Background: an optimization exercise with open tools, aiming at small area and a short achievable clock period. Do not read the settings as production practice.
At most, simulation tests tie the RTL to the original design; equivalence was not proved.
Power figures rest on the tool's default switching activity, not on a simulated workload.

== v6 ==
// ALU_TOP
module ALU_TOP # (
	parameter A_WIDTH_TOP = 16,
	parameter B_WIDTH_TOP = 16,
	parameter OUT_WIDTH_TOP = A_WIDTH_TOP + B_WIDTH_TOP)
(	input  wire signed [A_WIDTH_TOP-1 : 0]   A,
	input  wire signed [B_WIDTH_TOP-1 : 0]   B,
	input  wire                              clk, rst,
	input  wire        [3 : 0]               ALU_FUN,
	output wire        [OUT_WIDTH_TOP-1 : 0] ARITHMETIC_OUT,
	output wire        [OUT_WIDTH_TOP-1 : 0] Logic_OUT,
	output wire        [OUT_WIDTH_TOP-1 : 0] CMP_OUT,
	output wire        [OUT_WIDTH_TOP-1 : 0] SHIFT_OUT,
	output wire                              Carry_OUT,
	output wire                              ARITHMETIC_Flag,
	output wire                              Logic_Flag,
	output wire                              CMP_Flag,
	output wire                              SHIFT_Flag
);
wire int_Arith_Enable, int_Logic_Enable, int_CMP_Enable, int_Shift_Enable;
wire cmp_eq, cmp_lt;
Decoder_UNIT DEC_U (
	.ALU_FUN_DEC(ALU_FUN),
  ...
For scale: roughly 21,000 sq um of cells after synthesis.
==> module DIV16S, before the edit <==
module DIV16S (
	input  wire [15:0] a,
	input  wire [15:0] b,
	output wire [31:0] y
);
	wire        nA = a[15];
	wire        nB = b[15];
	wire [15:0] N  = nA ? (~a + 16'd1) : a;
	wire [17:0] B1 = {{2{b[15]}}, b};
	wire [17:0] B2 = {b[15], b, 1'b0};
	wire [17:0] B3 = B1 + B2;
	wire [17:0] X1 = B1 ^ {18{~nB}};
	wire [17:0] X2 = B2 ^ {18{~nB}};
	wire [17:0] X3 = B3 ^ {18{~nB}};
	wire        cin = ~nB;
	wire        bz = (b == 16'd0);
	wire [15:0] q;
	wire [7:0]  g1s;
	wire [15:0] rem [0:8];
	assign rem[8] = 16'd0;
	genvar j;
	generate
		for (j = 7; j >= 0; j = j - 1) begin : st
			localparam integer W = 16 - 2*j;
			wire [W-1:0] rin;
			if (W == 2) begin : r2
				assign rin = N[2*j+1:2*j];
			end else begin : rn
				assign rin = {rem[j+1][W-3:0], N[2*j+1:2*j]};
			end
			wire f1, f2, f3;
			if (W >= 16) begin : fa1 assign f1 = 1'b1; end
			else begin : fb1 assign f1 = nB ? ((&b[15:W]) & (|b[W-1:0])) : ~(|b[15:W]); end
			assign f2 = nB ? ((&b[15:W-1]) & (|b[W-2:0])) : ~(|b[15:W-1]);
			localparam integer K3 = ((1 << W) - 1) / 3;
			assign f3 = nB ? ($signed(b) >= -K3) : (b <= K3);
			wire [W:0] s1 = {1'b0, rin} + {1'b0, X1[W-1:0]} + cin;
			wire [W:0] s2 = {1'b0, rin} + {1'b0, X2[W-1:0]} + cin;
			wire [W:0] s3 = {1'b0, rin} + {1'b0, X3[W-1:0]} + cin;
			wire g1 = f1 & s1[W];
			wire g2 = f2 & s2[W];
			wire g3 = f3 & s3[W];
			assign g1s[j] = g1;
			assign q[2*j+1] = g2;
			assign q[2*j]   = g3 | (g1 & ~g2);
			wire [W-1:0] rout = g3 ? s3[W-1:0] : g2 ? s2[W-1:0] : g1 ? s1[W-1:0] : rin;
			if (W < 16) begin : pad
				assign rem[j] = {{(16-W){1'b0}}, rout};
			end else begin : nopad
				assign rem[j] = rout;
			end
		end
	endgenerate
	wire        g1last = g1s[0];
	wire        neg = (nA ^ nB) & ~bz;
	wire [15:0] qlo;
	assign qlo[0] = q[0];
	assign qlo[1] = q[1] ^ (neg & q[0]);
	genvar i;
	generate
		for (i = 2; i < 16; i = i + 1) begin : ng
			if (i == 2) begin : n2
				assign qlo[i] = q[i] ^ (neg & g1last);
			end else begin : nn
				assign qlo[i] = q[i] ^ (neg & ((|q[i-1:2]) | g1last));
			end
		end
	endgenerate
	wire        qhi = bz | (neg & ((|q[15:2]) | g1last));
	assign y = {{16{qhi}}, qlo};
endmodule
clock: 84.0 ns
lec_check: 0
abc_area: 1
cap_margin: 50
core_margin: 2
core_utilization: 50
slew_margin: 70
run.sh (not shown) runs the stock make flow with config.mk's settings and CLKGATE_MAP_FILE= SYNTH_SCRIPT=/design/flow/synth_recipe.tcl, a recipe that flattens the netlist after the stock synthesis.
Edits applied to the flow inputs when going from v6 to v7:
diff --git a/flow/design.v b/flow/design.v
--- a/flow/design.v
+++ b/flow/design.v
@@ -920,13 +920,9 @@
 	wire        nA = a[15];
 	wire        nB = b[15];
 	wire [15:0] N  = nA ? (~a + 16'd1) : a;
-	wire [17:0] B1 = {{2{b[15]}}, b};
-	wire [17:0] B2 = {b[15], b, 1'b0};
-	wire [17:0] B3 = B1 + B2;
-	wire [17:0] X1 = B1 ^ {18{~nB}};
-	wire [17:0] X2 = B2 ^ {18{~nB}};
-	wire [17:0] X3 = B3 ^ {18{~nB}};
-	wire        cin = ~nB;
+	wire [16:0] D1 = {1'b0, nB ? (~b + 16'd1) : b};
+	wire [17:0] D2 = {D1, 1'b0};
+	wire [17:0] D3 = {1'b0, D1} + D2;
 	wire        bz = (b == 16'd0);
 	wire [15:0] q;
 	wire [7:0]  g1s;
@@ -946,11 +942,10 @@
 			if (W >= 16) begin : fa1 assign f1 = 1'b1; end
 			else begin : fb1 assign f1 = nB ? ((&b[15:W]) & (|b[W-1:0])) : ~(|b[15:W]); end
 			assign f2 = nB ? ((&b[15:W-1]) & (|b[W-2:0])) : ~(|b[15:W-1]);
-			localparam integer K3 = ((1 << W) - 1) / 3;
-			assign f3 = nB ? ($signed(b) >= -K3) : (b <= K3);
-			wire [W:0] s1 = {1'b0, rin} + {1'b0, X1[W-1:0]} + cin;
-			wire [W:0] s2 = {1'b0, rin} + {1'b0, X2[W-1:0]} + cin;
-			wire [W:0] s3 = {1'b0, rin} + {1'b0, X3[W-1:0]} + cin;
+			assign f3 = (D1 <= (((1 << W) - 1) / 3));
+			wire [W:0] s1 = {1'b0, rin} + {1'b0, ~D1[W-1:0]} + 1'b1;
+			wire [W:0] s2 = {1'b0, rin} + {1'b0, ~D2[W-1:0]} + 1'b1;
+			wire [W:0] s3 = {1'b0, rin} + {1'b0, ~D3[W-1:0]} + 1'b1;
 			wire g1 = f1 & s1[W];
 			wire g2 = f2 & s2[W];
 			wire g3 = f3 & s3[W];
Results
Between v7 and v6, the post-route core utilization does not differ in any meaningful way. Share of synthesized cell area in and, or, nand and nor gates, v7 and v6, lower one = v7. Going from v6 to v7, part of the power in the clock network shows a reduction of 0.9 points; number of gates on the worst path with buffers counted went up 4.2%; total via count in the routed design now sits lower; maximum frequency did not really move; die area down 4.0%.
The RTL of v6 was laid out without a check of its function.

## port drivers added, routing unchanged
In the flow no input, the clock included, has a driving cell. The finished layouts below were timed again as built, in two steps.
Step 1 assumes that a clkbuf_16 drives the clock port and a buf_2 every other input.
Step 2 times the ports against the registers' clock, not the clock port: input delays grow and output delays shrink by t, the midpoint of the rising clock arrivals with the driver on.
Slacks: ideal / step 1 / step 2; pairs: ideal / step 1.
run | t (ns) | slack for setup (ns) | worst setup path after step 2 | slew at the worst register clock pin (ns) | worst slew at a driven data input, ns
v6 | 0.406 | 47.495 / 47.514 / 47.108 | input to register | 0.09 / 0.09 | 0.06
v7 | 0.414 | 47.399 / 47.422 / 47.008 | input to register | 0.08 / 0.08 | 0.11
After both steps setup and hold are still met in every run listed. The setup slack of v7, which loses most, moves by +0.023 ns with the drivers and by -0.391 ns with both steps.
